From an optimization exercise on the open Yosys and OpenROAD flow, aimed at small area and a short achievable clock period; shortcuts taken in it are not production practice. Function was not checked in any run shown here: the RTL went through the layout flow alone. The clock port is modelled as an ideal driver; clocking choices that lean on that would not hold on a real chip. No activity file was given, so power comes from the tool's default toggle rates.

==> flow/config.mk <==
export PLATFORM = sky130hd
export DESIGN_NAME = fairArb
export DESIGN_NICKNAME = fairArb
export VERILOG_FILES = /design/flow/design.v
export SDC_FILE = /design/flow/constraint.sdc
export NUM_CORES = 4
export LEC_CHECK = 0
export CAP_MARGIN = 20
export CORE_MARGIN = 2
export CORE_UTILIZATION = 40
export SLEW_MARGIN = 20
export SYNTH_HIERARCHICAL = 1
==> flow/constraint.sdc <==
create_clock -name core_clock -period 4.0 [get_ports {clk}]
set_input_delay 0.8000 -clock core_clock [delete_from_list [all_inputs] [get_ports {clk}]]
set_output_delay 0.8000 -clock core_clock [all_outputs]
set_load 0.01 [all_outputs]
==> flow/design.v <==
module fairArb (
	input  logic [15:0] bids,
	output logic [15:0] wins,
	input  logic        get_next_win,
	input  logic        clk,
	input  logic        rst
);
	logic [3:0]  p;
	logic        a, b;
	logic [15:0] m, nm, g;
	logic [3:0]  p_d, pb;
	logic        anyb, upd, ne1, ne0;
	logic nbm_1;
	logic nbm_2;
	logic nbm_3;
	logic nbm_4;
	logic nbm_5;
	logic nbm_6;
	logic nbm_7;
	logic nbm_8;
	logic nbm_9;
	logic nbm_10;
	logic nbm_11;
	logic nbm_12;
	logic nbm_13;
	logic nbm_14;
	logic nbm_15;
	logic nbm_16;
	logic n_17;
	logic n_18;
	logic n_19;
	logic n_20;
	logic n_21;
	logic n_22;
	logic n_23;
	logic n_24;
	logic n_25;
	logic n_26;
	logic n_27;
	logic n_28;
	logic n_29;
	logic n_30;
	logic n_31;
	logic n_32;
	logic n_33;
	logic n_34;
	logic n_35;
	logic n_36;
	logic n_37;
	logic n_38;
	logic n_39;
	logic n_40;
	logic n_41;
	logic n_42;
	logic n_43;
	logic n_44;
	logic n_45;
	logic n_46;
	logic n_47;
	logic n_48;
	logic n_49;
	logic n_50;
	logic n_51;
	logic n_52;
	logic n_53;
	logic n_54;
	logic n_55;
	logic n_56;
	logic n_57;
	logic n_58;
	logic n_59;
	logic n_60;
	logic n_61;
	logic n_62;
	logic n_63;
	logic n_64;
	logic n_65;
	logic n_66;
	logic n_67;
	logic n_68;
	logic n_69;
	logic n_70;
	logic n_71;
	logic n_72;
	logic n_73;
	logic n_74;
	logic n_75;
	logic n_76;
	logic n_77;
	logic n_78;
	logic n_79;
	logic n_80;
	logic nrb_81;
	logic n_82;
	logic nrb_83;
	logic n_84;
	logic n_85;
	logic nrb_86;
	logic n_87;
	logic nrb_88;
	logic n_89;
	logic n_90;
	logic nrb_91;
	logic n_92;
	logic n_93;
	logic nrb_94;
	logic n_95;
	logic nrb_96;
	logic n_97;
	logic nrb_98;
	logic n_99;
	logic nrb_100;
	logic n_101;
	logic nrb_102;
	logic n_103;
	logic n_104;
	logic nrb_105;
	logic n_106;
	logic n_107;
	logic nrb_108;
	logic n_109;
	logic n_110;
	logic nrb_111;
	logic n_112;
	logic n_113;
	logic nrb_114;
	logic n_115;
	logic n_116;
	logic nrb_117;
	logic n_118;
	logic n_119;
	logic nrb_120;
	logic n_121;
	logic n_122;
	logic enc_123;
	logic enc_124;
	logic enc_125;
	logic pd_126;
	logic enc_127;
	logic enc_128;
	logic enc_129;
	logic enc_130;
	logic enc_131;
	logic enc_132;
	logic enc_133;
	logic pd_134;
	logic enc_135;
	logic enc_136;
	logic enc_137;
	logic enc_138;
	logic enc_139;
	logic enc_140;
	logic enc_141;
	logic pd_142;
	logic enc_143;
	logic enc_144;
	logic enc_145;
	logic enc_146;
	logic enc_147;
	logic enc_148;
	logic enc_149;
	logic pd_150;
	always @(*) begin
		for (int i = 0; i < 16; i++) begin
			m[i]  = (i[3:0] >= p);
			nm[i] = ~(i[3:0] >= p);
		end
	end
	assign nbm_1 = ~(bids[0] & m[0]);
	assign nbm_2 = ~(bids[1] & m[1]);
	assign nbm_3 = ~(bids[2] & m[2]);
	assign nbm_4 = ~(bids[3] & m[3]);
	assign nbm_5 = ~(bids[4] & m[4]);
	assign nbm_6 = ~(bids[5] & m[5]);
	assign nbm_7 = ~(bids[6] & m[6]);
	assign nbm_8 = ~(bids[7] & m[7]);
	assign nbm_9 = ~(bids[8] & m[8]);
	assign nbm_10 = ~(bids[9] & m[9]);
	assign nbm_11 = ~(bids[10] & m[10]);
	assign nbm_12 = ~(bids[11] & m[11]);
	assign nbm_13 = ~(bids[12] & m[12]);
	assign nbm_14 = ~(bids[13] & m[13]);
	assign nbm_15 = ~(bids[14] & m[14]);
	assign nbm_16 = ~(bids[15] & m[15]);
	assign n_17 = ~(nbm_2 & nbm_1);
	assign n_18 = ~(nbm_4 & nbm_3);
	assign n_19 = ~(nbm_6 & nbm_5);
	assign n_20 = ~(nbm_8 & nbm_7);
	assign n_21 = ~(nbm_10 & nbm_9);
	assign n_22 = ~(nbm_12 & nbm_11);
	assign n_23 = ~(nbm_14 & nbm_13);
	assign n_24 = ~(nbm_16 & nbm_15);
	assign n_25 = ~(n_17 | ~nbm_3);
	assign n_26 = ~(n_18 | n_17);
	assign n_27 = ~(n_19 | ~nbm_7);
	assign n_28 = ~(n_20 | n_19);
	assign n_29 = ~(n_21 | ~nbm_11);
	assign n_30 = ~(n_22 | n_21);
	assign n_31 = ~(n_23 | ~nbm_15);
	assign n_32 = ~(n_24 | n_23);
	assign n_33 = ~(nbm_5 & n_26);
	assign n_34 = ~(~n_19 & n_26);
	assign n_35 = ~(n_27 & n_26);
	assign n_36 = ~(n_28 & n_26);
	assign n_37 = ~(nbm_13 & n_30);
	assign n_38 = ~(~n_23 & n_30);
	assign n_39 = ~(n_31 & n_30);
	assign n_40 = ~(n_32 & n_30);
	assign n_41 = ~(n_36 | ~nbm_9);
	assign n_42 = ~(n_21 | n_36);
	assign n_43 = ~(n_36 | ~n_29);
	assign n_44 = ~(n_36 | ~n_30);
	assign n_45 = ~(n_37 | n_36);
	assign n_46 = ~(n_38 | n_36);
	assign n_47 = ~(n_39 | n_36);
	assign n_48 = ~(n_40 | n_36);
	assign n_49 = ~(bids[1] | bids[0]);
	assign n_50 = ~(bids[3] | bids[2]);
	assign n_51 = ~(bids[5] | bids[4]);
	assign n_52 = ~(bids[7] | bids[6]);
	assign n_53 = ~(bids[9] | bids[8]);
	assign n_54 = ~(bids[11] | bids[10]);
	assign n_55 = ~(bids[13] | bids[12]);
	assign n_56 = ~(bids[15] | bids[14]);
	assign n_57 = ~(~bids[2] & n_49);
	assign n_58 = ~(n_50 & n_49);
	assign n_59 = ~(~bids[6] & n_51);
	assign n_60 = ~(n_52 & n_51);
	assign n_61 = ~(~bids[10] & n_53);
	assign n_62 = ~(n_54 & n_53);
	assign n_63 = ~(~bids[14] & n_55);
	assign n_64 = ~(n_56 & n_55);
	assign n_65 = ~(bids[4] | n_58);
	assign n_66 = ~(n_58 | ~n_51);
	assign n_67 = ~(n_59 | n_58);
	assign n_68 = ~(n_60 | n_58);
	assign n_69 = ~(bids[12] | n_62);
	assign n_70 = ~(n_62 | ~n_55);
	assign n_71 = ~(n_63 | n_62);
	assign n_72 = ~(n_64 | n_62);
	assign n_73 = ~(~bids[8] & n_68);
	assign n_74 = ~(n_53 & n_68);
	assign n_75 = ~(~n_61 & n_68);
	assign n_76 = ~(~n_62 & n_68);
	assign n_77 = ~(n_69 & n_68);
	assign n_78 = ~(n_70 & n_68);
	assign n_79 = ~(n_71 & n_68);
	assign n_80 = ~(n_72 & n_68);
	assign nrb_81 = ~(bids[0] & rst);
	assign n_82 = ~n_48;
	assign g[0] = ~((nm[0] & n_82) | nrb_81);
	assign nrb_83 = ~(bids[1] & rst);
	assign n_84 = ~(~bids[0] & n_48);
	assign n_85 = ~nbm_1;
	assign g[1] = ~((nm[1] & n_84) | n_85 | nrb_83);
	assign nrb_86 = ~(bids[2] & rst);
	assign n_87 = ~(n_48 & n_49);
	assign g[2] = ~((nm[2] & n_87) | n_17 | nrb_86);
	assign nrb_88 = ~(bids[3] & rst);
	assign n_89 = ~(~n_57 & n_48);
	assign n_90 = ~n_25;
	assign g[3] = ~((nm[3] & n_89) | n_90 | nrb_88);
	assign nrb_91 = ~(bids[4] & rst);
	assign n_92 = ~(~n_58 & n_48);
	assign n_93 = ~n_26;
	assign g[4] = ~((nm[4] & n_92) | n_93 | nrb_91);
	assign nrb_94 = ~(bids[5] & rst);
	assign n_95 = ~(n_48 & n_65);
	assign g[5] = ~((nm[5] & n_95) | n_33 | nrb_94);
	assign nrb_96 = ~(bids[6] & rst);
	assign n_97 = ~(n_48 & n_66);
	assign g[6] = ~((nm[6] & n_97) | n_34 | nrb_96);
	assign nrb_98 = ~(bids[7] & rst);
	assign n_99 = ~(n_48 & n_67);
	assign g[7] = ~((nm[7] & n_99) | n_35 | nrb_98);
	assign nrb_100 = ~(bids[8] & rst);
	assign n_101 = ~(n_48 & n_68);
	assign g[8] = ~((nm[8] & n_101) | n_36 | nrb_100);
	assign nrb_102 = ~(bids[9] & rst);
	assign n_103 = ~(~n_73 & n_48);
	assign n_104 = ~n_41;
	assign g[9] = ~((nm[9] & n_103) | n_104 | nrb_102);
	assign nrb_105 = ~(bids[10] & rst);
	assign n_106 = ~(~n_74 & n_48);
	assign n_107 = ~n_42;
	assign g[10] = ~((nm[10] & n_106) | n_107 | nrb_105);
	assign nrb_108 = ~(bids[11] & rst);
	assign n_109 = ~(~n_75 & n_48);
	assign n_110 = ~n_43;
	assign g[11] = ~((nm[11] & n_109) | n_110 | nrb_108);
	assign nrb_111 = ~(bids[12] & rst);
	assign n_112 = ~(~n_76 & n_48);
	assign n_113 = ~n_44;
	assign g[12] = ~((nm[12] & n_112) | n_113 | nrb_111);
	assign nrb_114 = ~(bids[13] & rst);
	assign n_115 = ~(~n_77 & n_48);
	assign n_116 = ~n_45;
	assign g[13] = ~((nm[13] & n_115) | n_116 | nrb_114);
	assign nrb_117 = ~(bids[14] & rst);
	assign n_118 = ~(~n_78 & n_48);
	assign n_119 = ~n_46;
	assign g[14] = ~((nm[14] & n_118) | n_119 | nrb_117);
	assign nrb_120 = ~(bids[15] & rst);
	assign n_121 = ~(~n_79 & n_48);
	assign n_122 = ~n_47;
	assign g[15] = ~((nm[15] & n_121) | n_122 | nrb_120);
	g_nor4 u_enc_123 (.a(g[1]), .b(g[3]), .c(g[5]), .d(g[7]), .y(enc_123));
	g_nor4 u_enc_124 (.a(g[9]), .b(g[11]), .c(g[13]), .d(g[15]), .y(enc_124));
	g_nand2 u_enc_125 (.a(enc_123), .b(enc_124), .y(enc_125));
	g_o22ai u_pd_126 (.a1(ne1), .a2(enc_125), .b1(ne0), .b2(pb[0]), .y(pd_126));
	assign p_d[0] = pd_126;
	g_nor2 u_enc_127 (.a(g[1]), .b(g[2]), .y(enc_127));
	g_nor2 u_enc_128 (.a(g[5]), .b(g[6]), .y(enc_128));
	g_nor2 u_enc_129 (.a(g[9]), .b(g[10]), .y(enc_129));
	g_nor2 u_enc_130 (.a(g[13]), .b(g[14]), .y(enc_130));
	g_nand2 u_enc_131 (.a(enc_127), .b(enc_128), .y(enc_131));
	g_nand2 u_enc_132 (.a(enc_129), .b(enc_130), .y(enc_132));
	g_nor2 u_enc_133 (.a(enc_131), .b(enc_132), .y(enc_133));
	g_o22ai u_pd_134 (.a1(ne1), .a2(enc_133), .b1(ne0), .b2(pb[1]), .y(pd_134));
	assign p_d[1] = pd_134;
	g_nor2 u_enc_135 (.a(g[3]), .b(g[4]), .y(enc_135));
	g_nor2 u_enc_136 (.a(g[5]), .b(g[6]), .y(enc_136));
	g_nor2 u_enc_137 (.a(g[11]), .b(g[12]), .y(enc_137));
	g_nor2 u_enc_138 (.a(g[13]), .b(g[14]), .y(enc_138));
	g_nand2 u_enc_139 (.a(enc_135), .b(enc_136), .y(enc_139));
	g_nand2 u_enc_140 (.a(enc_137), .b(enc_138), .y(enc_140));
	g_nor2 u_enc_141 (.a(enc_139), .b(enc_140), .y(enc_141));
	g_o22ai u_pd_142 (.a1(ne1), .a2(enc_141), .b1(ne0), .b2(pb[2]), .y(pd_142));
	assign p_d[2] = pd_142;
	g_nor2 u_enc_143 (.a(g[7]), .b(g[8]), .y(enc_143));
	g_nor2 u_enc_144 (.a(g[9]), .b(g[10]), .y(enc_144));
	g_nor2 u_enc_145 (.a(g[11]), .b(g[12]), .y(enc_145));
	g_nor2 u_enc_146 (.a(g[13]), .b(g[14]), .y(enc_146));
	g_nand2 u_enc_147 (.a(enc_143), .b(enc_144), .y(enc_147));
	g_nand2 u_enc_148 (.a(enc_145), .b(enc_146), .y(enc_148));
	g_nor2 u_enc_149 (.a(enc_147), .b(enc_148), .y(enc_149));
	g_o22ai u_pd_150 (.a1(ne1), .a2(enc_149), .b1(ne0), .b2(pb[3]), .y(pd_150));
	assign p_d[3] = pd_150;
	assign anyb = n_80;
	assign upd = (a & ~b) | (b & get_next_win & anyb);
	assign ne1 = ~(rst & upd);
	assign ne0 = ~(rst & ~upd);
	assign pb  = ~p;
	always_ff @(posedge clk) begin
		wins <= g;
		p    <= p_d;
		if (~rst) begin
			a <= 1'b0;
			b <= 1'b0;
		end else begin
			a <= 1'b1;
			b <= a;
		end
	end
endmodule
module g_inv (input logic a, output logic y);
	assign y = ~a;
endmodule
module g_nand2 (input logic a, input logic b, output logic y);
	assign y = ~(a & b);
endmodule
module g_nor2 (input logic a, input logic b, output logic y);
	assign y = ~(a | b);
endmodule
module g_nand2b (input logic an, input logic b, output logic y);
	assign y = ~(~an & b);
endmodule
module g_nor2b (input logic a, input logic bn, output logic y);
	assign y = ~(a | ~bn);
endmodule
module g_a211oi (input logic a1, input logic a2, input logic b1, input logic c1, output logic y);
	assign y = ~((a1 & a2) | b1 | c1);
endmodule
module g_o211ai (input logic a1, input logic a2, input logic b1, input logic c1, output logic y);
	assign y = ~((a1 | a2) & b1 & c1);
endmodule
module g_nor3 (input logic a, input logic b, input logic c, output logic y);
	assign y = ~(a | b | c);
endmodule
module g_nand3 (input logic a, input logic b, input logic c, output logic y);
	assign y = ~(a & b & c);
endmodule
module g_nor4 (input logic a, input logic b, input logic c, input logic d, output logic y);
	assign y = ~(a | b | c | d);
endmodule
module g_nand4 (input logic a, input logic b, input logic c, input logic d, output logic y);
	assign y = ~(a & b & c & d);
endmodule
module g_o22ai (input logic a1, input logic a2, input logic b1, input logic b2, output logic y);
	assign y = ~((a1 | a2) & (b1 | b2));
endmodule
==> flow/flow/run.sh <==
#!/bin/bash
set -euo pipefail
here=$(cd "$(dirname "$0")" && pwd)
source "$here/vars.sh"
bash standard.sh synth > synth.log 2>&1
bash standard.sh "${EXTRA[@]}" PRE_DETAIL_PLACE_TCL="$here/size.tcl" POST_CTS_TCL="$here/size_cts.tcl" finish > layout.log 2>&1
==> flow/flow/size.tcl <==
source $::env(PLATFORM_DIR)/setRC.tcl
set ::size_stage [expr {[info exists ::env(SIZE_STAGE)] ? $::env(SIZE_STAGE) : "place"}]
set ::size_per [get_property [get_clocks core_clock] period]
set ::size_in [delete_from_list [all_inputs] [get_ports clk]]
set ::size_dly [expr {0.2 * $::size_per}]
if {$::size_stage eq "cts"} {
  set_propagated_clock [all_clocks]
} else {
  set ::size_lat [expr {[info exists ::env(SIZE_CLK_LATENCY)] ? $::env(SIZE_CLK_LATENCY) : 0.26}]
  set_input_delay [expr {$::size_dly - $::size_lat}] -clock core_clock $::size_in
  set_output_delay [expr {$::size_dly + $::size_lat}] -clock core_clock [all_outputs]
}
set_dont_use $::env(DONT_USE_CELLS)
estimate_parasitics -placement
sta::make_equiv_cells [get_libs *]

# the period is a soft maximum over all endpoints, so that paths close to the
# worst one also count and ties between near-critical paths do not stall it
proc size_obj {} {
  estimate_parasitics -placement
  set k $::size_k
  set sum 0.0
  foreach p $::size_eps {
    set d [expr {$::size_per - [get_property $p slack_max]}]
    set sum [expr {$sum + exp($k * ($d - 2.0))}]
  }
  set ps [expr {2.0 + log($sum) / $k}]
  return [expr {log([rsz::design_area]) + log($ps)}]
}
set ::size_k [expr {[info exists ::env(SIZE_K)] ? $::env(SIZE_K) : 25.0}]
set ::size_eps [concat [all_registers -data_pins] [all_outputs]]

set ::size_cands {}
foreach inst [get_cells *] {
  set ref [get_property $inst ref_name]
  set name [get_full_name $inst]
  if {[string match "*tapvpwrvgnd*" $ref] || [string match "*fill*" $ref] || [string match "*conb*" $ref]} { continue }
  if {[string match "clkbuf_*" $name] || [string match "clkload*" $name] || [string match "clkinv*" $name]} { continue }
  # after the clock tree is built, flip-flops keep their size: a larger one
  # loads the clock net more and slows its slew
  if {$::size_stage eq "cts" && [string match "*__df*" $ref]} { continue }
  set lc [get_lib_cells $ref]
  set alts {}
  foreach c [sta::find_equiv_cells $lc] {
    set n [get_name $c]
    if {[string match "*lpflow*" $n] || [string match "*probe*" $n]} { continue }
    lappend alts $n
  }
  if {[llength $alts] > 1} { lappend ::size_cands [list $inst $alts] }
}

proc size_state {} {
  set st {}
  foreach c $::size_cands { lappend st [get_property [lindex $c 0] ref_name] }
  return $st
}
proc size_restore {st} {
  foreach c $::size_cands n $st {
    set inst [lindex $c 0]
    if {[get_property $inst ref_name] ne $n} { replace_cell $inst $n }
  }
}
proc size_report {tag obj} {
  puts "size($::size_stage): $tag obj [format %.5f $obj] ws [format %.4f [worst_slack -max]] area [format %.2f [expr {[rsz::design_area]*1e12}]]"
}

proc size_greedy {maxpass} {
  set best [size_obj]
  size_report "greedy start" $best
  for {set pass 0} {$pass < $maxpass} {incr pass} {
    set changed 0
    foreach c $::size_cands {
      lassign $c inst alts
      set cur [get_property $inst ref_name]
      set pick $cur
      foreach n $alts {
        if {$n eq $cur} { continue }
        replace_cell $inst $n
        set o [size_obj]
        if {$o < $best - 1e-7} { set best $o; set pick $n }
      }
      if {[get_property $inst ref_name] ne $pick} { replace_cell $inst $pick }
      if {$pick ne $cur} { incr changed }
    }
    set best [size_obj]
    size_report "pass $pass changed $changed" $best
    if {$changed == 0} { break }
  }
  return $best
}

# keep the slew at every flip-flop clock pin under SIZE_CLK_SLEW (ns) by
# moving the clock buffers that drive slow pins to the next larger size
proc size_clk_slew {} {
  set lim [expr {[info exists ::env(SIZE_CLK_SLEW)] ? $::env(SIZE_CLK_SLEW) : 0.105}]
  for {set it 0} {$it < 6} {incr it} {
    estimate_parasitics -placement
    set drivers {}
    set worst 0.0
    foreach pin [all_registers -clock_pins -edge_triggered] {
      foreach e {rise fall} {
        set s [get_property $pin slew_max_$e]
        if {$s > $worst} { set worst $s }
        if {$s > $lim} {
          foreach d [get_pins -of_objects [get_nets -of_objects $pin] -filter "direction==output"] {
            lappend drivers [get_full_name [get_cells -of_objects $d]]
          }
        }
      }
    }
    puts "size(clk): worst clock pin slew $worst"
    if {[llength $drivers] == 0} { return }
    foreach n [lsort -unique $drivers] {
      set inst [get_cells $n]
      set ref [get_property $inst ref_name]
      if {[regexp {^(.*clkbuf_)([0-9]+)$} $ref -> base sz] && $sz < 16} {
        set nsz [expr {$sz * 2}]
        replace_cell $inst $base$nsz
        puts "size(clk): $n $ref -> $base$nsz"
      }
    }
  }
}

set maxpass [expr {[info exists ::env(SIZE_PASSES)] ? $::env(SIZE_PASSES) : 8}]
if {$::size_stage eq "cts"} {
  size_greedy $maxpass
  size_clk_slew
  detailed_placement
  check_placement -verbose
  estimate_parasitics -placement
  puts "size($::size_stage): legalised ws [worst_slack -max] hold [worst_slack -min]"
} else {
  set margins [expr {[info exists ::env(SIZE_MARGINS)] ? $::env(SIZE_MARGINS) : "none"}]
  set start [size_state]
  set best_obj 1e9
  set best_st $start
  foreach m $margins {
    size_restore $start
    estimate_parasitics -placement
    if {$m ne "none"} {
      repair_timing -setup -setup_margin $m -sequence "sizeup,swap" -repair_tns 100
    }
    set o [size_greedy $maxpass]
    puts "size($::size_stage): margin $m final obj [format %.5f $o]"
    if {$o < $best_obj} { set best_obj $o; set best_st [size_state] }
  }
  size_restore $best_st
  size_report "chosen" [size_obj]
  set_input_delay $::size_dly -clock core_clock $::size_in
  set_output_delay $::size_dly -clock core_clock [all_outputs]
  estimate_parasitics -placement
}
==> flow/flow/size_cts.tcl <==
# second sizing pass, after clock tree synthesis (see size.tcl)
set ::env(SIZE_STAGE) cts
source [file join [file dirname [info script]] size.tcl]
==> flow/flow/vars.sh <==
EXTRA=(BUFFER_PORTS_ARGS="-buffer_cell sky130_fd_sc_hd__buf_2")
==> flow/standard.sh <==
#!/bin/bash
# synth_recipe.tcl (not shown) runs the flow's synth.tcl, then flattens the netlist and writes it again
# the make line also repeats each setting of config.mk as NAME=value (left out here)
make -C /OpenROAD-flow-scripts/flow DESIGN_CONFIG=/design/flow/config.mk WORK_HOME=/design/flow/orfs CLKGATE_MAP_FILE= SYNTH_SCRIPT=/design/flow/synth_recipe.tcl "${@:-finish}"
==> impl_metrics.py, run 1 <==
metrics = {
    "flow_run": {
        "cap_violations": 0,
    },
    "sta": {
        "tightest_slew_ns": 0.600,
        "fin_crit_sh_pct": 65.9,
        "rsz0062_at_grt": "false",
        "slew_headroom_pct": 59.9,
        "finClkSkew_ns": 0.000906,
        "fmax_ghz": 0.379,
        "finalHoldViolCount": 0,
        "layout_min_cycle_time_ns": 2.64,
        "finalSetupViolCount": 0,
        "fin_tns_setup_ns": 0,
        "slew_violations": 0,
    },
    "clocking": {
        "cts_tree": "yes",
        "cts_sinks": 22,
        "clock_latency_ns": 0.29,
        "path_clk_slew_ns": 0.08,
    },
    "synth": {
        "synth.avg_cell_area_um2": 8.16,
        "synth-edff-count": 0,
        "netlist_top_cells_count": "nor2_1 (25), nand2_1 (24), dfxtp_1 (22), o21ai_0 (6), o22ai_1 (6)",
        "yosys_warnings": 7,
        "netlist.top_cell.by_area": "dfxtp_1",
        "yosysTopAreaCellShare_pct": 33.7,
        "synth_cell_types": 50,
        "synth_cells": 160,
        "ys_async_sr_fraction_pct": 0,
        "ys_seq_elements": 22,
        "synth.area.top_cells": "dfxtp_1 (34%), nor2_1 (7.2%), nand2_1 (6.9%)",
        "synth_most_common_cell": "nor2_1",
        "syn_area_mm2": 0.00131,
        "syn-num-nets": 179,
        "ys.flop_type": "dfxtp_1",
        "yosysSeqAreaShare_pct": 33.7,
    },
    "floorplan": {
        "ios": 35,
        "die_y_um": 61.1,
        "coreArea_mm2": 0.00308,
        "rows": 20,
        "die_area_mm2": 0.00374,
        "start_util_pct": 42.4,
        "die_x_um": 61.1,
    },
    "critical_path": {
        "endpoint_kind": "flop",
        "r2r_start": "p[2]$_DFF_P_",
        "regToRegEndpoint": "p[1]$_DFF_P_",
        "r2r_slack_ns": 1.39,
        "crit_arrival_ns": 2.85,
        "r2r_cells": 9,
        "critPathRequiredTime_ns": 4.21,
        "crit_fanout": 9,
        "path_class": "input pin to flop",
        "cp-start-kind": "input pin",
    },
    "routing": {
        "wl_met3_um": 255,
        "dr.pass1.iters": 4,
        "ant_nets": 0,
        "finalWirelength_um": 3720,
        "met2WireLength_um": 1840,
        "drc_errors": 0,
        "wl_met1_um": 1610,
        "top_layer": "met4",
        "drt_iter0_markers": 77,
        "vias_per_cell": 5.73,
        "wire_per_inst_um": 15.7,
        "vias": 1359,
    },
    "placed_design": {
        "io_buffers": 34,
        "dp_hpwl_um": 2680,
        "finalWeightedCongestion": 0.921,
        "dp_cells": 233,
    },
    "global_routing": {
        "grt_pass1_vias": 1256,
        "grt_pass1_wl_um": 5950,
        "antenna_found_initial": 0,
        "overflow": 0,
        "grt_max_degree": 14,
        "grt_usage_pct": 21.4,
    },
    "worst_hold_path": {
        "hp-class": "flop to flop",
        "worst_hold_path.num_cells": 1,
        "worstHoldStart": "a$_DFF_P_",
        "min_to": "b$_SDFF_PN0_",
    },
    "power": {
        "power_density_mw_per_mm2": 336,
        "vdd_ir_drop_max_uv": 203,
        "leakage_uw": 0.000555,
    },
    "cells_and_area": {
        "postLayoutCoreUtil_pct": 48.5,
        "fin_cells": 237,
        "finalNetCount": 213,
        "synthToLayoutAreaGrowth_pct": 14.4,
        "n_antenna_cell": 0,
        "layout-drive-gt1-share_pct": 8.81,
    },
    "outcome": {
        "status": "timing/DRC/antenna clean",
    },
}
cells by family after synthesis:
logic type	after synthesis	share of synthesized area [%]
buffers and inverters	10	4.41
and+or+nand+nor	86	35.2
DFF	22	33.7
AOI/OAI and AO/OA	42	26.7
per-module statistics from Yosys (local to each module, per instance):
module / cell area [µm²] / times used
g_nor2: 3.75 / 15
g_nand2: 3.75 / 7
g_nor4: 12.5 / 2
fairArb: 1170 / 1
g_o22ai: 6.26 / 4
stage by stage:
step	cell area [µm²]	total power, µW	hold WS [ns]	setup WS (ns)
final	1490	502	0.462	1.36
after global placement	1490	309	0.439	0.919
after floorplan	1310	281	0.435	1.47
after global routing	1490	522	0.492	1.23
after detailed placement	1410	303	0.442	1.13
power by group:
part           switching [µW]  total (µW)  internal (µW)
sequential               9.04         235            226
combinational            43.2        67.6           24.4
clock                    76.6         200            123
how the worst max path moves through the flow:
stage / start / endpoint / slack [ns] / cells past startpoint
6_report: bids[14] / p[1]$_DFF_P_ / 1.36 / 9
5_1_grt: bids[14] / p[1]$_DFF_P_ / 1.23 / 11
3_5_place_dp: bids[13] / p[0]$_DFF_P_ / 1.13 / 10
3_3_place_gp: bids[0] / p[1]$_DFF_P_ / 0.92 / 11
2_1_floorplan: bids[0] / p[1]$_DFF_P_ / 1.47 / 11
metal layers:
layer / track usage, % / vias up
li1: - / 658
met1: 28.6 / 639
met2: 33.3 / 60
met3: 3.99 / 2
met4: 10.2 / 0
met5: 0 / -
cells in the final DEF, fill, tap and decap left out, types with 2 or more instances in the layout:
cell type,Yosys,routed
dfxtp_2,0,3
clkbuf_1,0,31
o22ai_1,6,6
nor2_1,25,25
o21a_1,2,2
nand4_1,3,3
o21ai_0,6,4
a21oi_1,4,4
o31ai_1,3,3
o2111a_1,2,2
nor2b_1,3,3
buf_1,0,2
dfxtp_1,22,19
inv_1,3,4
nor4_1,2,4
nand2_1,24,25
o21ai_1,1,3
o311a_1,3,3
a21boi_1,1,2
clkbuf_8,0,2
o211ai_1,3,3
or4_1,2,3
nor3_1,4,4
and4b_1,2,2
or3_1,5,5
area by class of cell:
cell class,instances,area [µm²]
Fill cell,324,1580
Multi-Input combinational cell,128,782
Sequential cell,22,444
Timing Repair Buffer,34,129
Tap cell,44,55.1
Clock buffer,3,35.0
Clock inverter,1,30.0
Inverter,5,18.8
registers in the layout, summed over array words and instances (netlist names):
| register | cells |
|---|---|
| wins | 16 |
| b | 1 |
| p | 4 |
| a | 1 |
critical path: stages:
cell and delay (ns):
clkbuf_1 0.13, o32ai_1 0.58, nand4_4 0.26, or2_4 0.36, o31ai_1 0.36, nor2_1 0.07
nand2_1 0.10, nor2_1 0.04, o22ai_1 0.14
==> inputs of run 2 (changes only) <==
--- a/flow/config.mk
+++ b/flow/config.mk
@@ -5,6 +5,7 @@
 export SDC_FILE = /design/flow/constraint.sdc
 export NUM_CORES = 4
 export LEC_CHECK = 0
+export ABC_AREA = 1
 export CAP_MARGIN = 20
 export CORE_MARGIN = 2
 export CORE_UTILIZATION = 40
==> run 2 against run 1 <==
Still clean on timing, DRC and antenna. Via count rose by 23%. Combinational power rose by 13%. Critical path depth rose by 6. Die area rose by 14%.
==> impl_metrics.py, run 2 <==
metrics = {
    "cells_and_area": {
        "largest_registers": "wins (16), p (4)",
        "final_common_cell": "nand2_1",
        "n_antenna_cell": 0,
        "fillers": 402,
        "synthToLayoutAreaGrowth_pct": 15.3,
        "finalInstanceArea_mm2": 0.00173,
        "finalNetCount": 314,
        "top_register": "wins",
        "largest_reg_flops": 16,
        "fin_cells": 341,
        "postLayoutCoreUtil_pct": 47.7,
        "layout-drive-gt1-share_pct": 12.3,
        "layout_common_cells": "nand2_1 (67), nor2_1 (46), inv_1 (29)",
    },
    "placed_design": {
        "io_buffers": 34,
        "pre_cts_slack_ns": 1.53,
        "finalWeightedCongestion": 0.848,
        "dp_hpwl_um": 3160,
        "place_area_mm2": 0.00169,
        "dp_cells": 338,
    },
    "synth": {
        "yosys_warnings": 7,
        "ys_seq_elements": 22,
        "ys.flop_type": "dfxtp_1",
        "yosysSeqAreaShare_pct": 29.3,
        "synth.area.top_cells": "dfxtp_1 (29%), nand2_1 (18%), inv_1 (12%)",
        "synth-edff-count": 0,
        "netlist_top_cells_count": "nand2_1 (72), inv_1 (50), nor2_1 (46), dfxtp_1 (22), nand4_1 (19)",
        "yosysTopAreaCellShare_pct": 29.3,
        "netlist.top_cell.by_area": "dfxtp_1",
        "syn-num-nets": 279,
        "synth_cell_types": 21,
        "synth.avg_cell_area_um2": 5.78,
        "synth_cells": 260,
        "syn_area_mm2": 0.00150,
        "ys_async_sr_fraction_pct": 0,
        "synth_most_common_cell": "nand2_1",
    },
    "global_routing": {
        "grt_pass1_vias": 1446,
        "grt_pass1_wl_um": 6770,
        "grt_max_degree": 19,
        "overflow": 0,
        "antenna_found_initial": 0,
        "grt_usage_pct": 20.8,
    },
    "clocking": {
        "cts_tree": "yes",
        "cts_sinks": 22,
        "path_clk_slew_ns": 0.07,
        "clock_latency_ns": 0.26,
    },
    "power": {
        "power_density_mw_per_mm2": 253,
        "p_seq_share_pct": 52.5,
        "leakage_uw": 0.000907,
        "clkPwrFrac_pct": 30.2,
        "intPower_uw": 315,
        "p_comb_share_pct": 17.3,
        "vdd_ir_drop_max_uv": 159,
        "swShare_pct": 28.2,
        "power.switching_uw": 124,
    },
    "critical_path": {
        "path_class": "input pin to flop",
        "r2r_cells": 13,
        "crit_path_end": "p[0]$_DFF_P_",
        "worst_path_most_repeated_cell": "nand2_1",
        "r2r_slack_ns": 1.83,
        "critPathRequiredTime_ns": 4.16,
        "crit_fanout": 15,
        "cp_slowest_cell": "nor2_8",
        "startpoint": "bids[7]",
        "cp-start-kind": "input pin",
        "r2r_start": "p[3]$_DFF_P_",
        "crit_arrival_ns": 2.34,
        "critical-path-max-stage-delay_ns": 0.28,
        "regToRegEndpoint": "p[0]$_DFF_P_",
        "crit_path_cell_trace": "buf_1 -> nand2_2 -> inv_2 -> nor2_1 -> nand4_1 -> nor2_8 -> nand4_1 -> a21oi_2 -> inv_2 -> nand2_1 -> nor2_1 -> nand2_1 -> inv_1 -> nand2_1 -> nand2_1",
        "endpoint_kind": "flop",
    },
    "floorplan": {
        "ios": 35,
        "start_util_pct": 41.4,
        "rows": 22,
        "die_area_mm2": 0.00427,
        "die_y_um": 65.3,
        "coreArea_mm2": 0.00363,
        "die_x_um": 65.3,
    },
    "outcome": {
        "status": "timing/DRC/antenna clean",
    },
    "routing": {
        "wire_per_inst_um": 11.8,
        "finalWirelength_um": 4010,
        "ant_nets": 0,
        "drc_errors": 0,
        "drt_iter0_markers": 155,
        "vias_per_cell": 4.89,
        "dr.pass1.iters": 4,
        "vias": 1667,
    },
    "sta": {
        "slew_violations": 0,
        "finalHoldViolCount": 0,
        "fin_crit_sh_pct": 54.7,
        "slew_headroom_pct": 73.9,
        "finClkSkew_ns": 0.00641,
        "rsz0062_at_grt": "false",
        "finalSetupViolCount": 0,
        "layout_min_cycle_time_ns": 2.19,
        "fmax_ghz": 0.457,
        "tightest_slew_ns": 0.390,
        "setup_ws_ns": 1.81,
        "fin_tns_setup_ns": 0,
    },
    "worst_hold_path": {
        "hp-class": "flop to flop",
    },
    "flow_run": {
        "cap_violations": 0,
    },
}
[run 2: cell types whose count changed after synthesis, moves of 3 or more]
cell and delta:
nand2_1 +48, o22ai_1 -6, a21oi_1 +8, o311a_1 -3, nor2b_1 -3, o21ai_0 -3
nand4_1 +16, inv_1 +47, nand3_1 +14, o31ai_1 -3, nor2_1 +21, nor2_4 +3
o211ai_1 -3, or3_1 -5
[run 2: logic make-up after synthesis]
| group | after synthesis | share of synthesized area [%] |
|---|---|---|
| AND/OR/NAND/NOR | 163 | 48.8 |
| buffers and inverters | 56 | 15.2 |
| flip-flops | 22 | 29.3 |
| AO/OA/AOI/OAI | 19 | 6.74 |
[run 2: how the worst min path moves through the flow]
stage | start | to | slack [ns] | cells after the start
floorplan | a$_DFF_P_ | b$_SDFF_PN0_ | 0.41 | 2
global placement | a$_DFF_P_ | b$_SDFF_PN0_ | 0.43 | 2
detailed placement | a$_DFF_P_ | b$_SDFF_PN0_ | 0.43 | 2
global route | a$_DFF_P_ | b$_SDFF_PN0_ | 0.46 | 2
finish | a$_DFF_P_ | b$_SDFF_PN0_ | 0.43 | 2
[run 2: critical path, delay by kind of cell]
kind	cells	cell delay, ns
buf+inv	4	0.21
simple gates	10	1.05
compound gates	1	0.26
[run 2: per-module statistics from Yosys, one instance, submodules excluded]
module	cells inside	flip-flops and latches	times used
g_o22ai	7	0	4
fairArb	196	22	1
g_nor2	1	0	15
g_nand2	1	0	7
g_nor4	7	0	2
[run 2: metal layers]
metal  global-route usage, %  part of all wire (%)
met1                    28.3                    47
met5                       0                     0
met3                    4.28                   5.1
met2                    32.0                    45
met4                    8.59                   2.9
[run 2: area by class of cell]
class	count	area, µm²	area share [%]
clock buffers	3	41.3	2.38
inverters	52	195	11.3
multi-input cells	182	865	49.9
flip-flops and latches	22	444	25.6
well taps	48	60.1	3.46
repair buffers	34	129	7.43
[run 2: metrics by stage]
stage	hold WS, ns	power (µW)
after global routing	0.459	470
after detailed placement	0.429	311
after floorplan	0.412	283
after global placement	0.427	311
final	0.427	439
[run 2: power by group through the flow]
stage	clock, µW	sequential (µW)	combinational, µW
6_report	132	230	76.1
5_1_grt	152	231	86.8
3_5_place_dp	0	236	75.5
3_3_place_gp	0	236	75.8
2_1_floorplan	0	236	47.4
==> inputs of run 3 (changes only) <==
--- a/flow/design.v
+++ b/flow/design.v
@@ -8,8 +8,8 @@
 	logic [3:0]  p;
 	logic        a, b;
 	logic [15:0] m, nm, g;
-	logic [3:0]  p_d, pb;
-	logic        anyb, upd, ne1, ne0;
+	logic [3:0]  p_d, t0;
+	logic        anyb, upd, e1, ne1;
 	logic nbm_1;
 	logic nbm_2;
 	logic nbm_3;
@@ -135,31 +135,36 @@
 	logic enc_123;
 	logic enc_124;
 	logic enc_125;
-	logic pd_126;
+	logic enc_126;
 	logic enc_127;
 	logic enc_128;
 	logic enc_129;
-	logic enc_130;
-	logic enc_131;
+	logic pd_130;
+	logic pd_131;
 	logic enc_132;
 	logic enc_133;
-	logic pd_134;
+	logic enc_134;
 	logic enc_135;
 	logic enc_136;
 	logic enc_137;
 	logic enc_138;
-	logic enc_139;
+	logic pd_139;
 	logic enc_140;
 	logic enc_141;
-	logic pd_142;
+	logic enc_142;
 	logic enc_143;
 	logic enc_144;
 	logic enc_145;
 	logic enc_146;
-	logic enc_147;
+	logic pd_147;
 	logic enc_148;
 	logic enc_149;
-	logic pd_150;
+	logic enc_150;
+	logic enc_151;
+	logic enc_152;
+	logic enc_153;
+	logic enc_154;
+	logic pd_155;
 	always @(*) begin
 		for (int i = 0; i < 16; i++) begin
 			m[i]  = (i[3:0] >= p);
@@ -304,43 +309,48 @@
 	assign n_121 = ~(~n_79 & n_48);
 	assign n_122 = ~n_47;
 	assign g[15] = ~((nm[15] & n_121) | n_122 | nrb_120);
-	g_nor4 u_enc_123 (.a(g[1]), .b(g[3]), .c(g[5]), .d(g[7]), .y(enc_123));
-	g_nor4 u_enc_124 (.a(g[9]), .b(g[11]), .c(g[13]), .d(g[15]), .y(enc_124));
-	g_nand2 u_enc_125 (.a(enc_123), .b(enc_124), .y(enc_125));
-	g_o22ai u_pd_126 (.a1(ne1), .a2(enc_125), .b1(ne0), .b2(pb[0]), .y(pd_126));
-	assign p_d[0] = pd_126;
-	g_nor2 u_enc_127 (.a(g[1]), .b(g[2]), .y(enc_127));
-	g_nor2 u_enc_128 (.a(g[5]), .b(g[6]), .y(enc_128));
-	g_nor2 u_enc_129 (.a(g[9]), .b(g[10]), .y(enc_129));
-	g_nor2 u_enc_130 (.a(g[13]), .b(g[14]), .y(enc_130));
-	g_nand2 u_enc_131 (.a(enc_127), .b(enc_128), .y(enc_131));
-	g_nand2 u_enc_132 (.a(enc_129), .b(enc_130), .y(enc_132));
-	g_nor2 u_enc_133 (.a(enc_131), .b(enc_132), .y(enc_133));
-	g_o22ai u_pd_134 (.a1(ne1), .a2(enc_133), .b1(ne0), .b2(pb[1]), .y(pd_134));
-	assign p_d[1] = pd_134;
-	g_nor2 u_enc_135 (.a(g[3]), .b(g[4]), .y(enc_135));
-	g_nor2 u_enc_136 (.a(g[5]), .b(g[6]), .y(enc_136));
-	g_nor2 u_enc_137 (.a(g[11]), .b(g[12]), .y(enc_137));
-	g_nor2 u_enc_138 (.a(g[13]), .b(g[14]), .y(enc_138));
-	g_nand2 u_enc_139 (.a(enc_135), .b(enc_136), .y(enc_139));
-	g_nand2 u_enc_140 (.a(enc_137), .b(enc_138), .y(enc_140));
-	g_nor2 u_enc_141 (.a(enc_139), .b(enc_140), .y(enc_141));
-	g_o22ai u_pd_142 (.a1(ne1), .a2(enc_141), .b1(ne0), .b2(pb[2]), .y(pd_142));
-	assign p_d[2] = pd_142;
-	g_nor2 u_enc_143 (.a(g[7]), .b(g[8]), .y(enc_143));
-	g_nor2 u_enc_144 (.a(g[9]), .b(g[10]), .y(enc_144));
-	g_nor2 u_enc_145 (.a(g[11]), .b(g[12]), .y(enc_145));
-	g_nor2 u_enc_146 (.a(g[13]), .b(g[14]), .y(enc_146));
-	g_nand2 u_enc_147 (.a(enc_143), .b(enc_144), .y(enc_147));
-	g_nand2 u_enc_148 (.a(enc_145), .b(enc_146), .y(enc_148));
-	g_nor2 u_enc_149 (.a(enc_147), .b(enc_148), .y(enc_149));
-	g_o22ai u_pd_150 (.a1(ne1), .a2(enc_149), .b1(ne0), .b2(pb[3]), .y(pd_150));
-	assign p_d[3] = pd_150;
+	g_nor2 u_enc_123 (.a(g[1]), .b(g[3]), .y(enc_123));
+	g_nor2 u_enc_124 (.a(g[5]), .b(g[7]), .y(enc_124));
+	g_nor2 u_enc_125 (.a(g[9]), .b(g[11]), .y(enc_125));
+	g_nor2 u_enc_126 (.a(g[13]), .b(g[15]), .y(enc_126));
+	g_nand2 u_enc_127 (.a(enc_123), .b(enc_124), .y(enc_127));
+	g_nand2 u_enc_128 (.a(enc_125), .b(enc_126), .y(enc_128));
+	g_nor2 u_enc_129 (.a(enc_127), .b(enc_128), .y(enc_129));
+	g_nand2 u_pd_130 (.a(e1), .b(enc_129), .y(pd_130));
+	g_nand2 u_pd_131 (.a(pd_130), .b(t0[0]), .y(pd_131));
+	assign p_d[0] = pd_131;
+	g_nor2 u_enc_132 (.a(g[1]), .b(g[2]), .y(enc_132));
+	g_nor2 u_enc_133 (.a(g[5]), .b(g[6]), .y(enc_133));
+	g_nor2 u_enc_134 (.a(g[9]), .b(g[10]), .y(enc_134));
+	g_nor2 u_enc_135 (.a(g[13]), .b(g[14]), .y(enc_135));
+	g_nand2 u_enc_136 (.a(enc_132), .b(enc_133), .y(enc_136));
+	g_nand2 u_enc_137 (.a(enc_134), .b(enc_135), .y(enc_137));
+	g_nor2 u_enc_138 (.a(enc_136), .b(enc_137), .y(enc_138));
+	g_o21ai u_pd_139 (.a1(ne1), .a2(enc_138), .b1(t0[1]), .y(pd_139));
+	assign p_d[1] = pd_139;
+	g_nor2 u_enc_140 (.a(g[3]), .b(g[4]), .y(enc_140));
+	g_nor2 u_enc_141 (.a(g[5]), .b(g[6]), .y(enc_141));
+	g_nor2 u_enc_142 (.a(g[11]), .b(g[12]), .y(enc_142));
+	g_nor2 u_enc_143 (.a(g[13]), .b(g[14]), .y(enc_143));
+	g_nand2 u_enc_144 (.a(enc_140), .b(enc_141), .y(enc_144));
+	g_nand2 u_enc_145 (.a(enc_142), .b(enc_143), .y(enc_145));
+	g_nor2 u_enc_146 (.a(enc_144), .b(enc_145), .y(enc_146));
+	g_o21ai u_pd_147 (.a1(ne1), .a2(enc_146), .b1(t0[2]), .y(pd_147));
+	assign p_d[2] = pd_147;
+	g_nor2 u_enc_148 (.a(g[7]), .b(g[8]), .y(enc_148));
+	g_nor2 u_enc_149 (.a(g[9]), .b(g[10]), .y(enc_149));
+	g_nor2 u_enc_150 (.a(g[11]), .b(g[12]), .y(enc_150));
+	g_nor2 u_enc_151 (.a(g[13]), .b(g[14]), .y(enc_151));
+	g_nand2 u_enc_152 (.a(enc_148), .b(enc_149), .y(enc_152));
+	g_nand2 u_enc_153 (.a(enc_150), .b(enc_151), .y(enc_153));
+	g_nor2 u_enc_154 (.a(enc_152), .b(enc_153), .y(enc_154));
+	g_o21ai u_pd_155 (.a1(ne1), .a2(enc_154), .b1(t0[3]), .y(pd_155));
+	assign p_d[3] = pd_155;
 	assign anyb = n_80;
 	assign upd = (a & ~b) | (b & get_next_win & anyb);
-	assign ne1 = ~(rst & upd);
-	assign ne0 = ~(rst & ~upd);
-	assign pb  = ~p;
+	assign e1  = rst & upd;
+	assign ne1 = ~e1;
+	assign t0  = ~({4{rst & ~upd}} & p);
 	always_ff @(posedge clk) begin
 		wins <= g;
 		p    <= p_d;
@@ -389,3 +399,6 @@
 module g_o22ai (input logic a1, input logic a2, input logic b1, input logic b2, output logic y);
 	assign y = ~((a1 | a2) & (b1 | b2));
 endmodule
+module g_o21ai (input logic a1, input logic a2, input logic b1, output logic y);
+	assign y = ~((a1 | a2) & b1);
+endmodule
==> flow/flow/run.sh (replaced) <==
#!/bin/bash
set -euo pipefail
here=$(cd "$(dirname "$0")" && pwd)
source "$here/vars.sh"
bash standard.sh synth > synth.log 2>&1
bash standard.sh "${EXTRA[@]}" PRE_DETAIL_PLACE_TCL="$here/size.tcl" POST_CTS_TCL="$here/size_cts.tcl" ${SIZE_GRT:+POST_GLOBAL_ROUTE_TCL="$here/size_grt.tcl"} ${RESTRUCTURE:+POST_FLOORPLAN_TCL="$here/restructure.tcl"} finish > layout.log 2>&1
==> flow/flow/restructure.tcl (new file) <==
set_dont_use $::env(DONT_USE_CELLS)
set rmp_dir [file join $::env(OBJECTS_DIR) rmp]
file mkdir $rmp_dir
set lib [lindex $::env(LIB_FILES) 0]
restructure -target area -liberty_file $lib \
  -tielo_port sky130_fd_sc_hd__conb_1/LO -tiehi_port sky130_fd_sc_hd__conb_1/HI \
  -work_dir $rmp_dir
puts "restructure: [llength [get_cells *]] instances, area [format %.2f [expr {[rsz::design_area]*1e12}]]"
--- a/flow/flow/size.tcl
+++ b/flow/flow/size.tcl
@@ -3,7 +3,8 @@
 set ::size_per [get_property [get_clocks core_clock] period]
 set ::size_in [delete_from_list [all_inputs] [get_ports clk]]
 set ::size_dly [expr {0.2 * $::size_per}]
-if {$::size_stage eq "cts"} {
+set ::size_est [expr {$::size_stage eq "grt" ? "-global_routing" : "-placement"}]
+if {$::size_stage ne "place"} {
   set_propagated_clock [all_clocks]
 } else {
   set ::size_lat [expr {[info exists ::env(SIZE_CLK_LATENCY)] ? $::env(SIZE_CLK_LATENCY) : 0.26}]
@@ -11,13 +12,13 @@
   set_output_delay [expr {$::size_dly + $::size_lat}] -clock core_clock [all_outputs]
 }
 set_dont_use $::env(DONT_USE_CELLS)
-estimate_parasitics -placement
+estimate_parasitics $::size_est
 sta::make_equiv_cells [get_libs *]
 
 # the period is a soft maximum over all endpoints, so that paths close to the
 # worst one also count and ties between near-critical paths do not stall it
 proc size_obj {} {
-  estimate_parasitics -placement
+  estimate_parasitics $::size_est
   set k $::size_k
   set sum 0.0
   foreach p $::size_eps {
@@ -38,7 +39,7 @@
   if {[string match "clkbuf_*" $name] || [string match "clkload*" $name] || [string match "clkinv*" $name]} { continue }
   # after the clock tree is built, flip-flops keep their size: a larger one
   # loads the clock net more and slows its slew
-  if {$::size_stage eq "cts" && [string match "*__df*" $ref]} { continue }
+  if {$::size_stage ne "place" && [string match "*__df*" $ref]} { continue }
   set lc [get_lib_cells $ref]
   set alts {}
   foreach c [sta::find_equiv_cells $lc] {
@@ -94,7 +95,7 @@
 proc size_clk_slew {} {
   set lim [expr {[info exists ::env(SIZE_CLK_SLEW)] ? $::env(SIZE_CLK_SLEW) : 0.105}]
   for {set it 0} {$it < 6} {incr it} {
-    estimate_parasitics -placement
+    estimate_parasitics $::size_est
     set drivers {}
     set worst 0.0
     foreach pin [all_registers -clock_pins -edge_triggered] {
@@ -123,12 +124,22 @@
 }
 
 set maxpass [expr {[info exists ::env(SIZE_PASSES)] ? $::env(SIZE_PASSES) : 8}]
-if {$::size_stage eq "cts"} {
+if {$::size_stage eq "grt"} {
+  size_greedy $maxpass
+  size_clk_slew
+  global_route -start_incremental
+  detailed_placement
+  global_route -end_incremental
+  check_placement -verbose
+  estimate_parasitics $::size_est
+  write_guides $::env(RESULTS_DIR)/route.guide
+  puts "size($::size_stage): legalised ws [worst_slack -max] hold [worst_slack -min]"
+} elseif {$::size_stage eq "cts"} {
   size_greedy $maxpass
   size_clk_slew
   detailed_placement
   check_placement -verbose
-  estimate_parasitics -placement
+  estimate_parasitics $::size_est
   puts "size($::size_stage): legalised ws [worst_slack -max] hold [worst_slack -min]"
 } else {
   set margins [expr {[info exists ::env(SIZE_MARGINS)] ? $::env(SIZE_MARGINS) : "none"}]
@@ -137,9 +148,9 @@
   set best_st $start
   foreach m $margins {
     size_restore $start
-    estimate_parasitics -placement
+    estimate_parasitics $::size_est
     if {$m ne "none"} {
-      repair_timing -setup -setup_margin $m -sequence "sizeup,swap" -repair_tns 100
+      repair_timing -setup -setup_margin $m -sequence "sizeup" -repair_tns 100
     }
     set o [size_greedy $maxpass]
     puts "size($::size_stage): margin $m final obj [format %.5f $o]"
@@ -149,5 +160,5 @@
   size_report "chosen" [size_obj]
   set_input_delay $::size_dly -clock core_clock $::size_in
   set_output_delay $::size_dly -clock core_clock [all_outputs]
-  estimate_parasitics -placement
+  estimate_parasitics $::size_est
 }
==> flow/flow/size_grt.tcl (new file) <==
# third sizing pass, after global routing (see size.tcl)
set ::env(SIZE_STAGE) grt
source [file join [file dirname [info script]] size.tcl]
==> flow/flow/vars.sh (replaced) <==
EXTRA=(BUFFER_PORTS_ARGS="-buffer_cell sky130_fd_sc_hd__buf_2")
export SIZE_MARGINS="2.0"
export SIZE_K=50
==> run 3 against run 2 <==
Core utilization decreased by 0.052 points. Non-clock buffer count unchanged. Critical path type is now flop to flop. Still clean. Final area decreased by 0.87%. Global-route usage decreased by 2.1 points. Via count decreased by 5.4%. Hold slack improved by 0.013 ns. Sequential share of layout area increased by 0.30 points.
==> impl_metrics.py, run 3 <==
metrics = {
    "sta": {
        "fmax_ghz": 0.465,
        "slew_headroom_pct": 63.9,
        "finalSetupViolCount": 0,
        "setup_ws_ns": 1.85,
        "tightest_slew_ns": 0.540,
        "fin_crit_sh_pct": 53.8,
        "fin_tns_setup_ns": 0,
        "whs_ns": 0.441,
        "finClkSkew_ns": 0.00139,
        "layout_min_cycle_time_ns": 2.15,
        "slew_violations": 0,
        "finalHoldViolCount": 0,
    },
    "cells_and_area": {
        "largest_reg_flops": 16,
        "postLayoutCoreUtil_pct": 47.7,
        "n_antenna_cell": 0,
        "layout_common_cells": "nand2_1 (62), nor2_1 (52), clkbuf_1 (31)",
        "synthToLayoutAreaGrowth_pct": 16.4,
        "finalInstanceArea_mm2": 0.00172,
        "final_common_cell": "nand2_1",
        "layout-drive-gt1-share_pct": 11.0,
        "finalNetCount": 302,
        "largest_registers": "wins (16), p (4)",
        "top_register": "wins",
    },
    "floorplan": {
        "ios": 35,
        "rows": 22,
        "start_util_pct": 40.9,
        "coreArea_mm2": 0.00361,
        "die_area_mm2": 0.00419,
        "die_y_um": 64.8,
        "die_x_um": 64.8,
    },
    "critical_path": {
        "endpoint_kind": "flop",
        "startpoint": "p[0]$_DFF_P_",
        "critPathRequiredTime_ns": 4.16,
        "crit_path_cell_trace": "nand2_2 -> nor2_2 -> nor2_1 -> nor2_1 -> nand2_1 -> nor2_4 -> nand3_1 -> a21oi_4 -> nor2_1 -> nand2_2 -> nor2_1 -> nand2_1 -> nand2_1",
        "r2r_slack_ns": 1.85,
        "path_class": "flop to flop",
        "worst_path_most_repeated_cell": "nor2_1",
        "cp_slowest_cell": "dfxtp_1",
        "cp-start-kind": "flop",
        "r2r_cells": 13,
        "critical-path-max-stage-delay_ns": 0.44,
        "crit_path_end": "p[0]$_DFF_P_",
        "regToRegEndpoint": "p[0]$_DFF_P_",
        "crit_fanout": 15,
        "crit_arrival_ns": 2.31,
        "r2r_start": "p[0]$_DFF_P_",
    },
    "synth": {
        "yosysTopAreaCellShare_pct": 29.8,
        "syn-num-nets": 269,
        "synth-edff-count": 0,
        "syn_area_mm2": 0.00148,
        "yosysSeqAreaShare_pct": 29.8,
        "synth.avg_cell_area_um2": 5.91,
        "synth_cell_types": 26,
        "ys_seq_elements": 22,
        "ys_async_sr_fraction_pct": 0,
        "ys.flop_type": "dfxtp_1",
        "synth.area.top_cells": "dfxtp_1 (30%), nand2_1 (16%), nor2_1 (13%)",
        "synth_most_common_cell": "nand2_1",
        "netlist_top_cells_count": "nand2_1 (63), nor2_1 (53), inv_1 (32), nand3_1 (27), dfxtp_1 (22)",
        "synth_cells": 250,
        "yosys_warnings": 7,
        "netlist.top_cell.by_area": "dfxtp_1",
    },
    "placed_design": {
        "io_buffers": 34,
        "dp_hpwl_um": 2960,
        "place_area_mm2": 0.00170,
        "finalWeightedCongestion": 0.846,
        "pre_cts_slack_ns": 1.60,
    },
    "global_routing": {
        "grt_usage_pct": 18.7,
        "overflow": 0,
        "antenna_found_initial": 0,
        "grt_max_degree": 19,
        "grt_pass1_wl_um": 6150,
        "grt_pass1_vias": 1367,
    },
    "routing": {
        "wire_per_inst_um": 11.2,
        "dr.pass1.iters": 4,
        "ant_nets": 0,
        "vias": 1577,
        "drt_iter0_markers": 99,
        "finalWirelength_um": 3700,
        "vias_per_cell": 4.78,
        "drc_errors": 0,
    },
    "worst_hold_path": {
        "hp-class": "flop to flop",
        "worstHoldStart": "a$_DFF_P_",
        "worst_hold_path.num_cells": 2,
    },
    "outcome": {
        "status": "timing/DRC/antenna clean",
    },
    "power": {
        "vdd_ir_drop_max_uv": 107,
        "power_density_mw_per_mm2": 263,
        "leakage_uw": 0.000886,
    },
    "clocking": {
        "clock_latency_ns": 0.26,
        "cts_tree": "yes",
        "path_clk_slew_ns": 0.07,
        "cts_sinks": 22,
    },
    "flow_run": {
        "cap_violations": 0,
    },
}
run 3: where the power goes:
part           total (µW)  internal, µW  switching [µW]
Sequential            231           225            5.76
Clock                 152          87.7            64.4
Combinational        69.9          22.2            47.7
run 3: critical path: cells and delay by family (launching register included):
family	cells	cell delay, ns
flops	1	0.44
simple gates	12	1.40
compound gates	1	0.21
run 3: per-stage QoR:
stage	power, µW	cells
6_report	452	330
3_5_place_dp	307	326
3_3_place_gp	307	326
2_1_floorplan	283	250
run 3: per-layer routing:
layer | track usage [%] | wire [µm]
met1 | 27.2 | 1920
met2 | 28.5 | 1580
met3 | 1.04 | 133
met4 | 7.98 | 70
met5 | 0 | 0
run 3: cells by family (layout without fill, tap and decap cells):
family | Yosys count | in the layout | synth area share (%)
DFF | 22 | 22 | 29.8
buffers and inverters | 41 | 73 | 11.8
and+or+nand+nor | 170 | 170 | 52.4
AOI/OAI and AO/OA | 17 | 17 | 6.02
run 3: worst min path at each step:
stage | end | slack [ns]
final | b$_SDFF_PN0_ | 0.44
after detailed placement | b$_SDFF_PN0_ | 0.43
after global placement | b$_SDFF_PN0_ | 0.43
after floorplan | b$_SDFF_PN0_ | 0.41
run 3: modules after synthesis, one instance, submodules excluded:
module	times used	cells
g_o21ai	3	1
g_nor2	20	1
g_nand2	10	1
fairArb	1	217
run 3: layout make-up:
type                            instances  area (µm²)
Sequential cell                        22         445
Multi-Input combinational cell        187         897
Tap cell                               48        60.1
Fill cell                             435        1890
Inverter                               35         131
Timing Repair Buffer                   34         130
Clock buffer                            4        55.1
==> inputs of run 4 (changes only) <==
==> flow/flow/vars.sh (replaced) <==
EXTRA=(BUFFER_PORTS_ARGS="-buffer_cell sky130_fd_sc_hd__buf_2")
export SIZE_MARGINS="2.15"
export SIZE_K=50
==> run 4 against run 3 <==
Die area did not move. Sequential share of layout area is the same. Via count did not move. Synthesized area unchanged. Hold slack unchanged. Total power did not move. Synthesized cell count is the same. Wire length stayed put. Non-clock buffer count is the same. Clock skew unchanged. Largest power group unchanged.
==> impl_metrics.py, run 4 <==
metrics = {
    "outcome": {
        "status": "timing/DRC/antenna clean",
    },
    "routing": {
        "finalWirelength_um": 3700,
        "ant_nets": 0,
        "dr.pass1.iters": 4,
        "wire_per_inst_um": 11.2,
        "vias_per_cell": 4.78,
        "vias": 1577,
        "drt_iter0_markers": 99,
        "drc_errors": 0,
    },
    "synth": {
        "synth_most_common_cell": "nand2_1",
        "yosys.area_share.xor_xnor_pct": 0,
        "synthSimpleGateAreaFrac_pct": 52.4,
        "synth_top_family_by_area": "simple AND/OR/NAND/NOR gates",
        "ys.flop_type": "dfxtp_1",
        "synth-compound-area-share_pct": 6.02,
        "synth_cell_types": 26,
        "yosys_warnings": 7,
        "synth_fa_ha_area_share_pct": 0,
        "synth_cells": 250,
        "syn-num-nets": 269,
        "synth-edff-count": 0,
        "ys_seq_elements": 22,
        "syn_area_mm2": 0.00148,
        "yosysTopAreaCellShare_pct": 29.8,
        "synth.avg_cell_area_um2": 5.91,
        "netlist.top_cell.by_area": "dfxtp_1",
        "synthMuxAreaShare_pct": 0,
        "netlist_top_cells_count": "nand2_1 (63), nor2_1 (53), inv_1 (32), nand3_1 (27), dfxtp_1 (22)",
        "synth.area.top_cells": "dfxtp_1 (30%), nand2_1 (16%), nor2_1 (13%)",
        "ys_async_sr_fraction_pct": 0,
        "yosysSeqAreaShare_pct": 29.8,
    },
    "cells_and_area": {
        "layout_common_cells": "nand2_1 (62), nor2_1 (52), clkbuf_1 (31)",
        "top_register": "wins",
        "finalNetCount": 302,
        "final_common_cell": "nand2_1",
        "layout-drive-gt1-share_pct": 11.0,
        "n_antenna_cell": 0,
        "largest_reg_flops": 16,
        "fin_cells": 330,
        "largest_registers": "wins (16), p (4)",
        "synthToLayoutAreaGrowth_pct": 16.4,
    },
    "global_routing": {
        "overflow": 0,
        "grt_usage_pct": 18.7,
        "grt_pass1_vias": 1367,
        "antenna_found_initial": 0,
        "grt_max_degree": 19,
        "grt_pass1_wl_um": 6150,
    },
    "floorplan": {
        "start_util_pct": 40.9,
        "coreArea_mm2": 0.00361,
        "die_x_um": 64.8,
        "ios": 35,
        "die_area_mm2": 0.00419,
        "die_y_um": 64.8,
        "rows": 22,
    },
    "flow_run": {
        "cap_violations": 0,
    },
    "power": {
        "power_density_mw_per_mm2": 263,
        "p_comb_share_pct": 15.4,
        "swShare_pct": 26.0,
        "leakage_uw": 0.000886,
        "power.switching_uw": 118,
        "p_seq_share_pct": 51.0,
        "vdd_ir_drop_max_uv": 107,
        "intPower_uw": 335,
        "clkPwrFrac_pct": 33.6,
    },
    "critical_path": {
        "cp-start-kind": "flop",
        "crit_fanout": 15,
        "path_class": "flop to flop",
        "endpoint_kind": "flop",
        "startpoint": "p[0]$_DFF_P_",
        "critPathRequiredTime_ns": 4.16,
        "crit_arrival_ns": 2.31,
        "r2r_start": "p[0]$_DFF_P_",
    },
    "clocking": {
        "cts_sinks": 22,
        "clock_latency_ns": 0.26,
        "path_clk_slew_ns": 0.07,
        "cts_tree": "yes",
    },
    "sta": {
        "layout_min_cycle_time_ns": 2.15,
        "whs_ns": 0.441,
        "setup_ws_ns": 1.85,
        "slew_headroom_pct": 63.9,
        "tightest_slew_ns": 0.540,
        "finalHoldViolCount": 0,
        "fin_tns_setup_ns": 0,
        "finalSetupViolCount": 0,
        "fin_crit_sh_pct": 53.8,
        "slew_violations": 0,
        "fmax_ghz": 0.465,
        "finClkSkew_ns": 0.00139,
    },
    "placed_design": {
        "finalWeightedCongestion": 0.846,
        "dp_cells": 326,
        "io_buffers": 34,
        "pre_cts_slack_ns": 1.60,
        "dp_hpwl_um": 2960,
    },
    "worst_hold_path": {
        "worstHoldStart": "a$_DFF_P_",
        "hp-class": "flop to flop",
    },
}
==> run 4: cell counts in the layout (fill, tap and decap cells not counted) <==
No cell type changed its count.
==> run 4: cell type report <==
cell class	count	area, µm²
clock buffers	4	55.1
fillers	435	1890
inverters	35	131
multi-input cells	187	897
flip-flops and latches	22	445
well taps	48	60.1
repair buffers	34	130
==> run 4: logic make-up (layout without fill, tap and decap cells) <==
group | after synthesis | after routing
and+or+nand+nor | 170 | 170
buffers and inverters | 41 | 73
DFF | 22 | 22
AOI/OAI and AO/OA | 17 | 17
==> run 4: power groups by stage <==
stage | clock network (µW) | logic (µW) | registers, µW
floorplan | 0 | 47.9 | 235
global placement | 0 | 71.7 | 235
detailed placement | 0 | 72.0 | 235
finish | 152 | 69.9 | 231
==> run 4: critical path, cell delays in order, from the launching register on <==
cell	delay (ns)
dfxtp_1	0.44
nand2_2	0.14
nor2_2	0.18
nor2_1	0.07
nor2_1	0.09
nand2_1	0.11
nor2_4	0.34
nand3_1	0.19
a21oi_4	0.21
nor2_1	0.08
nand2_2	0.07
nor2_1	0.04
nand2_1	0.05
nand2_1	0.04
==> run 4: path summary, 6_finish.rpt <==
path / cells past startpoint / to / slack (ns)
worst max-delay path: 13 / p[0]$_DFF_P_ / 1.85
worst min-delay path: 2 / b$_SDFF_PN0_ / 0.44
worst max register to register: 13 / p[0]$_DFF_P_ / 1.85
worst min register to register: 2 / b$_SDFF_PN0_ / 0.44
==> run 4: metrics by stage <==
| step | utilization, % | power, µW | instance area [µm²] |
|---|---|---|---|
| 3_3_place_gp | 46.1 | 307 | 1660 |
| 2_1_floorplan | - | 283 | 1480 |
| 3_5_place_dp | 47.1 | 307 | 1700 |
| 6_report | 47.7 | 452 | 1720 |
==> run 4: per-module statistics from Yosys, one instance, submodules excluded <==
module / cells inside / times used / cell area (µm²) / flops+latches
g_nand2: 1 / 10 / 3.75 / 0
g_o21ai: 1 / 3 / 5.00 / 0
fairArb: 217 / 1 / 1350 / 22
g_nor2: 1 / 20 / 3.75 / 0
==> run 4: metal layers <==
| layer | vias to the layer above | GRT usage (%) | routed length (µm) |
|---|---|---|---|
| met3 | 5 | 1.04 | 133 |
| met4 | 0 | 7.98 | 70 |
| met2 | 38 | 28.5 | 1580 |
| li1 | 849 | - | - |
| met1 | 685 | 27.2 | 1920 |
| met5 | - | 0 | 0 |

==> afterwards: timing with drivers on the ports <==
The flow's constraints put no driver on any port. The routed layouts listed below were extracted and timed again, unchanged, in two steps. Step 1: set_driving_cell puts a clkbuf_16 on clk and a buf_2 on each other input, an assumption about the parent block. Step 2 also shifts input and output timing later by t, the mid clock arrival at the registers, as if the neighbouring blocks saw the same clock. Slacks: ideal / step 1 / step 2; pairs: ideal / step 1.
run | shift t [ns] | slack for setup (ns) | worst slew at a driven data input, ns
run 1 | 0.308 | 1.364 / 1.363 / 1.054 | 0.03
run 2 | 0.280 | 1.813 / 1.817 / 1.537 | 0.03
run 3 | 0.281 | 1.849 / 1.849 / 1.574 | 0.03
run 4 | 0.281 | 1.849 / 1.849 / 1.574 | 0.03
After both steps setup and hold are still met in every run listed. For run 1, which loses most, drivers alone change the setup slack by -0.001 ns; drivers and shift together by -0.310 ns.
